What follows belongs to an exercise in optimizing a design on an open flow for small area, a short achievable clock period and few clock cycles per item; a production flow would make more cautious choices. In this exercise RTL edits were held to simulation tests only and were not proved equivalent to the original.

==> flow/design.v <==
`timescale 1ns/1ps
module e0 (x, y);
	input [31:0] x;
	output [31:0] y;
	assign y = {x[1:0],x[31:2]} ^ {x[12:0],x[31:13]} ^ {x[21:0],x[31:22]};
endmodule
module e1 (x, y);
	input [31:0] x;
	output [31:0] y;
	assign y = {x[5:0],x[31:6]} ^ {x[10:0],x[31:11]} ^ {x[24:0],x[31:25]};
endmodule
module ch (x, y, z, o);
	input [31:0] x, y, z;
	output [31:0] o;
	assign o = z ^ (x & (y ^ z));
endmodule
module maj (x, y, z, o);
	input [31:0] x, y, z;
	output [31:0] o;
	assign o = (x & y) | (z & (x | y));
endmodule
module s0 (x, y);
	input [31:0] x;
	output [31:0] y;
	assign y[31:29] = x[6:4] ^ x[17:15];
	assign y[28:0] = {x[3:0], x[31:7]} ^ {x[14:0],x[31:18]} ^ x[31:3];
endmodule
module s1 (x, y);
	input [31:0] x;
	output [31:0] y;
	assign y[31:22] = x[16:7] ^ x[18:9];
	assign y[21:0] = {x[6:0],x[31:17]} ^ {x[8:0],x[31:19]} ^ x[31:10];
endmodule
`timescale 1ns/1ps
module sha256_transform #(
	parameter LOOP = 6'd4
) (
	input clk,
	input feedback,
	input [5:0] cnt,
	input [255:0] rx_state,
	input [511:0] rx_input,
	output reg [255:0] tx_hash
);
	localparam Ks = {
		32'h428a2f98, 32'h71374491, 32'hb5c0fbcf, 32'he9b5dba5,
		32'h3956c25b, 32'h59f111f1, 32'h923f82a4, 32'hab1c5ed5,
		32'hd807aa98, 32'h12835b01, 32'h243185be, 32'h550c7dc3,
		32'h72be5d74, 32'h80deb1fe, 32'h9bdc06a7, 32'hc19bf174,
		32'he49b69c1, 32'hefbe4786, 32'h0fc19dc6, 32'h240ca1cc,
		32'h2de92c6f, 32'h4a7484aa, 32'h5cb0a9dc, 32'h76f988da,
		32'h983e5152, 32'ha831c66d, 32'hb00327c8, 32'hbf597fc7,
		32'hc6e00bf3, 32'hd5a79147, 32'h06ca6351, 32'h14292967,
		32'h27b70a85, 32'h2e1b2138, 32'h4d2c6dfc, 32'h53380d13,
		32'h650a7354, 32'h766a0abb, 32'h81c2c92e, 32'h92722c85,
		32'ha2bfe8a1, 32'ha81a664b, 32'hc24b8b70, 32'hc76c51a3,
		32'hd192e819, 32'hd6990624, 32'hf40e3585, 32'h106aa070,
		32'h19a4c116, 32'h1e376c08, 32'h2748774c, 32'h34b0bcb5,
		32'h391c0cb3, 32'h4ed8aa4a, 32'h5b9cca4f, 32'h682e6ff3,
		32'h748f82ee, 32'h78a5636f, 32'h84c87814, 32'h8cc70208,
		32'h90befffa, 32'ha4506ceb, 32'hbef9a3f7, 32'hc67178f2};
	genvar i;
	generate
		for (i = 0; i < 64/LOOP; i = i + 1) begin : HASHERS
			wire [511:0] W;
			wire [255:0] state;
			if(i == 0)
				sha256_digester U (
					.clk(clk),
					.k(Ks[32*(63-cnt) +: 32]),
					.rx_w(feedback ? W : rx_input),
					.rx_state(feedback ? state : rx_state),
					.tx_w(W),
					.tx_state(state)
				);
			else
				sha256_digester U (
					.clk(clk),
					.k(Ks[32*(63-LOOP*i-cnt) +: 32]),
					.rx_w(feedback ? W : HASHERS[i-1].W),
					.rx_state(feedback ? state : HASHERS[i-1].state),
					.tx_w(W),
					.tx_state(state)
				);
		end
	endgenerate
	always @ (posedge clk)
	begin
		if (!feedback)
		begin
			tx_hash[(((0)+1)*(32)-1):((0)*(32))] <= rx_state[(((0)+1)*(32)-1):((0)*(32))] + HASHERS[64/LOOP-6'd1].state[(((0)+1)*(32)-1):((0)*(32))];
			tx_hash[(((1)+1)*(32)-1):((1)*(32))] <= rx_state[(((1)+1)*(32)-1):((1)*(32))] + HASHERS[64/LOOP-6'd1].state[(((1)+1)*(32)-1):((1)*(32))];
			tx_hash[(((2)+1)*(32)-1):((2)*(32))] <= rx_state[(((2)+1)*(32)-1):((2)*(32))] + HASHERS[64/LOOP-6'd1].state[(((2)+1)*(32)-1):((2)*(32))];
			tx_hash[(((3)+1)*(32)-1):((3)*(32))] <= rx_state[(((3)+1)*(32)-1):((3)*(32))] + HASHERS[64/LOOP-6'd1].state[(((3)+1)*(32)-1):((3)*(32))];
			tx_hash[(((4)+1)*(32)-1):((4)*(32))] <= rx_state[(((4)+1)*(32)-1):((4)*(32))] + HASHERS[64/LOOP-6'd1].state[(((4)+1)*(32)-1):((4)*(32))];
			tx_hash[(((5)+1)*(32)-1):((5)*(32))] <= rx_state[(((5)+1)*(32)-1):((5)*(32))] + HASHERS[64/LOOP-6'd1].state[(((5)+1)*(32)-1):((5)*(32))];
			tx_hash[(((6)+1)*(32)-1):((6)*(32))] <= rx_state[(((6)+1)*(32)-1):((6)*(32))] + HASHERS[64/LOOP-6'd1].state[(((6)+1)*(32)-1):((6)*(32))];
			tx_hash[(((7)+1)*(32)-1):((7)*(32))] <= rx_state[(((7)+1)*(32)-1):((7)*(32))] + HASHERS[64/LOOP-6'd1].state[(((7)+1)*(32)-1):((7)*(32))];
		end
	end
endmodule
module sha256_digester (clk, k, rx_w, rx_state, tx_w, tx_state);
	input clk;
	input [31:0] k;
	input [511:0] rx_w;
	input [255:0] rx_state;
	output reg [511:0] tx_w;
	output reg [255:0] tx_state;
	wire [31:0] e0_w, e1_w, ch_w, maj_w, s0_w, s1_w;
	e0	e0_blk	(rx_state[(((0)+1)*(32)-1):((0)*(32))], e0_w);
	e1	e1_blk	(rx_state[(((4)+1)*(32)-1):((4)*(32))], e1_w);
	ch	ch_blk	(rx_state[(((4)+1)*(32)-1):((4)*(32))], rx_state[(((5)+1)*(32)-1):((5)*(32))], rx_state[(((6)+1)*(32)-1):((6)*(32))], ch_w);
	maj	maj_blk	(rx_state[(((0)+1)*(32)-1):((0)*(32))], rx_state[(((1)+1)*(32)-1):((1)*(32))], rx_state[(((2)+1)*(32)-1):((2)*(32))], maj_w);
	s0	s0_blk	(rx_w[63:32], s0_w);
	s1	s1_blk	(rx_w[479:448], s1_w);
	wire [31:0] t1 = rx_state[(((7)+1)*(32)-1):((7)*(32))] + e1_w + ch_w + rx_w[31:0] + k;
	wire [31:0] t2 = e0_w + maj_w;
	wire [31:0] new_w = s1_w + rx_w[319:288] + s0_w + rx_w[31:0];
	always @ (posedge clk)
	begin
		tx_w[511:480] <= new_w;
		tx_w[479:0] <= rx_w[511:32];
		tx_state[(((7)+1)*(32)-1):((7)*(32))] <= rx_state[(((6)+1)*(32)-1):((6)*(32))];
		tx_state[(((6)+1)*(32)-1):((6)*(32))] <= rx_state[(((5)+1)*(32)-1):((5)*(32))];
		tx_state[(((5)+1)*(32)-1):((5)*(32))] <= rx_state[(((4)+1)*(32)-1):((4)*(32))];
		tx_state[(((4)+1)*(32)-1):((4)*(32))] <= rx_state[(((3)+1)*(32)-1):((3)*(32))] + t1;
		tx_state[(((3)+1)*(32)-1):((3)*(32))] <= rx_state[(((2)+1)*(32)-1):((2)*(32))];
		tx_state[(((2)+1)*(32)-1):((2)*(32))] <= rx_state[(((1)+1)*(32)-1):((1)*(32))];
		tx_state[(((1)+1)*(32)-1):((1)*(32))] <= rx_state[(((0)+1)*(32)-1):((0)*(32))];
		tx_state[(((0)+1)*(32)-1):((0)*(32))] <= t1 + t2;
	end
endmodule
`timescale 1ns/1ps
module fpgaminer_top (clk, rst, midstate, data, mask, golden_nonce, golden_valid);
   parameter LOOP_LOG2 = 5;
   localparam [5:0] LOOP = (6'd1 << LOOP_LOG2);
   localparam [31:0] GOLDEN_NONCE_OFFSET = (32'd1 << (7 - LOOP_LOG2)) + 32'd1;
   input clk;
   input rst;
   input [255:0] midstate;
   input [95:0]  data;
   input [31:0]  mask;
   output reg [31:0] golden_nonce;
   output reg 	     golden_valid;
   reg [255:0] state;
   reg [511:0] data_r;
   reg [31:0]  nonce;
   wire        hash_clk = clk;
   wire [255:0] hash, hash2;
   reg [5:0] 	cnt;
   reg 		feedback;
   sha256_transform #(.LOOP(LOOP)) uut (
					.clk(hash_clk),
					.feedback(feedback),
					.cnt(cnt),
					.rx_state(state),
					.rx_input(data_r),
					.tx_hash(hash)
					);
   sha256_transform #(.LOOP(LOOP)) uut2 (
					 .clk(hash_clk),
					 .feedback(feedback),
					 .cnt(cnt),
					 .rx_state(256'h5be0cd191f83d9ab9b05688c510e527fa54ff53a3c6ef372bb67ae856a09e667),
					 .rx_input({256'h0000010000000000000000000000000000000000000000000000000080000000, hash}),
					 .tx_hash(hash2)
					 );
   reg [255:0] 	midstate_buf, data_buf;
   reg [31:0] 	mask_buf;
   reg 		is_golden_ticket;
   reg 		feedback_d1;
   reg [2:0] 	primed;
   wire [5:0] 	cnt_next;
   wire [31:0] 	nonce_next;
   wire 	feedback_next;
   wire 	reset = rst;
   assign cnt_next =  reset ? 6'd0 : (LOOP == 1) ? 6'd0 : (cnt + 6'd1) & (LOOP-1);
   assign feedback_next = (LOOP == 1) ? 1'b0 : (cnt_next != {(LOOP_LOG2){1'b0}});
   assign nonce_next =
		      reset ? 32'd0 :
		      feedback_next ? nonce : (nonce + 32'd1);
   always @ (posedge hash_clk)
     begin
	midstate_buf <= midstate;
	data_buf <= {160'd0, data};
	mask_buf <= mask;
	cnt <= cnt_next;
	feedback <= feedback_next;
	feedback_d1 <= feedback;
	state <= midstate_buf;
	data_r <= {384'h000002800000000000000000000000000000000000000000000000000000000000000000000000000000000080000000, nonce_next, data_buf[95:0]};
	nonce <= nonce_next;
	if (reset)
	  primed <= 3'd0;
	else if (!feedback_d1 && primed != 3'd6)
	  primed <= primed + 3'd1;
	is_golden_ticket <= ((hash2[255:224] & mask_buf) == 32'h00000000) && !feedback_d1 && (primed == 3'd6) && !reset;
	if(is_golden_ticket)
	  begin
	     if (LOOP == 1)
	       golden_nonce <= nonce - 32'd131;
	     else if (LOOP == 2)
	       golden_nonce <= nonce - 32'd66;
	     else
	       golden_nonce <= nonce - GOLDEN_NONCE_OFFSET;
	  end
	golden_valid <= is_golden_ticket && !reset;
     end
endmodule
==> flow/run.sh <==
#!/bin/bash
# synth_recipe.tcl (not shown) runs the flow's synth.tcl, then flattens the netlist and writes it again
# the make line also repeats each setting of config.mk as NAME=value (left out here)
make -C /OpenROAD-flow-scripts/flow DESIGN_CONFIG=/design/flow/config.mk WORK_HOME=/design/flow/orfs CLKGATE_MAP_FILE= SYNTH_SCRIPT=/design/flow/synth_recipe.tcl finish
==> flow/config.mk <==
export PLATFORM = sky130hd
export DESIGN_NAME = fpgaminer_top
export DESIGN_NICKNAME = fpgaminer_top
export VERILOG_FILES = /design/flow/design.v
export SDC_FILE = /design/flow/constraint.sdc
export NUM_CORES = 4
export LEC_CHECK = 0
export CAP_MARGIN = 20
export CORE_MARGIN = 2
export CORE_UTILIZATION = 45
export PLACE_DENSITY = 0.6
export SLEW_MARGIN = 20
==> flow/constraint.sdc <==
create_clock -name core_clock -period 12.0 [get_ports {clk}]
set_input_delay 2.4000 -clock core_clock [delete_from_list [all_inputs] [get_ports {clk}]]
set_output_delay 2.4000 -clock core_clock [all_outputs]
set_load 0.01 [all_outputs]
==> out/results.ini <==
[outcome]
run_status = complete, no violations

[cells_and_area]
fill_cells = 37500
syn_to_final_growth_pct = 14.4
drive_above_1_share_pct = 15.9
nNetsFinal = 19600
stdcell_count = 23700

[floorplanning]
die-area_sq_um = 426000
start_util_pct = 45.1
io_pins = 419
die_x_um = 652
die_y_um = 652
rows = 238
core_area_sq_um = 420000

[worst_setup_path]
crit_path_max_fanout = 21
cp.required_ns = 12.91
crit_slowest_cell = a21oi_1
critical_path.startpoint_type = flop
worstPathArrival_ns = 11.53
cp-end-kind = flop
crit_type = reg -> reg
cp_num_buf_inv = 6
critPathMaxStageDelay_ns = 0.91
cp_top_family = compound AO/OA/AOI/OAI gates
r2r_setup_slack_ns = 1.38

[detailed_routing]
wl_mm = 677
ant_nets = 0
via_per_inst = 5.27
drc = 0
firstDrtPassIters = 6
wire_per_inst_um = 28.6
dr.first_iter.drc_count = 11300
vias = 125000

[placement]
gp_congestion = 1.01
dpl.cell_count = 22800
port_buffers = 418
dp_hpwl_mm = 556

[synth]
ys_seq_area_share_pct = 45.8
synthTopCellsByArea = dfxtp_1 (41%), mux2_2 (9.8%), fa_1 (7.7%)
syn_area_per_cell_sq_um = 11.1
synth-seq-cells = 4172
netlist_area_sq_um = 189000
synthDominantCellAreaShare_pct = 40.8
yosysUniqueCellTypes = 111
synthFlopType = dfxtp_1
synth_top_cell_by_area = dfxtp_1
netlist_instances = 17000
yosys_warnings = 3
syn_nets = 18900
synth-async-reset-ratio_pct = 0
synth_edf_count = 320

[global_route]
grt_usage_pct = 31.0
gr-total-overflow = 0
antenna_found_initial = 55
grt_pass1_wl_mm = 927
grt_pass1_vias = 122000
grt_max_degree = 193

[sta]
finalSetupViolCount = 0
worst_slew_pin_slew_ns = 1.23
setup_tns_ns = 0
hold_viol_final = 0
max_freq_mhz = 94.1
relSlewSlack_pct = 15.8
rsz0062_at_grt = no
fin_skew_ns = 0.0754
period_share_pct = 88.5
drv_slew = 0
period_needed_ns = 10.62
hold_slack_ns = 0.298

[job]
maxCapViolations = 0

[clocking]
clk_pin_slew_ns = 0.07
numCtsBuffers = 433
clock_latency_ns = 1.03
postCtsSetupRepairBufs = 0
clk_path_buf_depth = 4
ctsHoldBuffers = 0
htree_levels = 5
clock_sinks = 4172
cts_resized = 0
cts_tree = yes
cts-root-buf = clkbuf_16

[min_path]
hold_class = reg -> reg

[area by class of cell]
type	instances	area [sq um]	share of cell area, %
Antenna cell	74	185	0.0855
Clock buffer	605	12500	5.77
Clock inverter	205	2730	1.26
Inverter	1677	6300	2.91
Multi-Input combinational cell	10600	94100	43.5
Sequential cell	4172	86700	40.1
Tap cell	5520	6910	3.19
Timing Repair Buffer	781	7070	3.27
[layer usage]
| layer | global-route usage [%] | wire length, um |
|---|---|---|
| met3 | 4.25 | 39800 |
| met2 | 47.8 | 295000 |
| met1 | 41.3 | 292000 |
| met4 | 19.0 | 49600 |
| met5 | 0 | 47 |
[registers in the layout, indices dropped and copies added, names as in the netlist, 31 cells and up]
register and count:
data_buf 96, uut.HASHERS.genblk1.U.tx_state 512, mask_buf 32, uut.HASHERS.genblk1.U.tx_w 1024
state 256, midstate_buf 256, uut2.HASHERS.genblk1.U.tx_state 512, data_r 97
uut.tx_hash 256, uut2.tx_hash 32, uut2.HASHERS.genblk1.U.tx_w 1024, golden_nonce 32
nonce 31
[worst paths after layout]
kind / from / to / cells past startpoint
max: cnt[0]$_DFF_P_ / uut.HASHERS[0].genblk1.U.tx_state[156]$_DFF_P_ / 36
min: midstate_buf[177]$_DFF_P_ / state[177]$_DFF_P_ / 0
max reg2reg: cnt[0]$_DFF_P_ / uut.HASHERS[0].genblk1.U.tx_state[156]$_DFF_P_ / 36
min reg2reg: midstate_buf[177]$_DFF_P_ / state[177]$_DFF_P_ / 0
[Yosys cell counts (117+ instances only)]
library cell and instances:
nor2_1 668, mux2i_1 647, xnor2_1 1470, buf_2 211
nand2_1 620, o21ai_0 395, a21o_1 288, and2_1 753
fa_1 729, xor2_1 276, nor3_1 117, mux2_2 1649
dfxtp_1 3852, inv_1 1676, clkbuf_1 271, a21oi_1 661
ha_1 778, edfxtp_1 320, nand2b_1 224, o21a_1 142
nand3_1 135
[metrics by stage]
| stage | setup slack, ns | utilization, % | area, sq um |
|---|---|---|---|
| after floorplan | 0.222 | - | 189000 |
| after global placement | 1.52 | 47.9 | 201000 |
| after detailed placement | 1.62 | 47.9 | 201000 |
| after CTS | 1.56 | 51.6 | 216000 |
| after global routing | 0.995 | 51.6 | 216000 |
| final | 1.38 | 51.6 | 217000 |
[layout by cell type (no fill, tap or decap), types with 276 or more instances in the layout]
master	instances
and2_1	753
o21ai_0	394
clkdlybuf4s50_1	417
edfxtp_1	320
xnor2_1	1470
mux2i_1	610
inv_1	1673
clkbuf_16	447
fa_1	729
nand2_1	620
xor2_1	276
a21oi_1	656
a21o_1	288
mux2_2	1649
ha_1	778
dfxtp_1	3847
nor2_1	668
buf_4	348
[logic make-up after synthesis]
kind of cell / share of synthesized area, %
AND/OR/NAND/NOR: 7.66
adder cells (fa/ha/maj): 13.2
XOR/XNOR: 8.18
buffers and inverters: 4.55
multiplexers: 13.2
AO/OA/AOI/OAI: 7.29
flip-flops: 45.8
Testbench counts, summed over its fixed seeds: cycles 202,928, items 6,145.

==> static timing again, ports no longer ideal <==
In the flow no input, the clock included, has a driving cell. The finished layout below was timed again as built, in two steps. Step 1: set_driving_cell puts a clkbuf_16 on clk and a buf_2 on each other input, an assumption about the parent block. Step 2 times the ports against the registers' clock, not the clock port: input delays grow and output delays shrink by t, the midpoint of the rising clock arrivals with the driver on. Three values: ideal, step 1, step 2; two values: the first two.
t (ns): 1.125
setup slack, ns: 1.377 / 1.377 / 1.377
cell pins on the clock port's net: 1
After both steps setup and hold are still met in this run. The setup slack of this run moves by 0.000 ns with the drivers and by 0.000 ns with both steps.
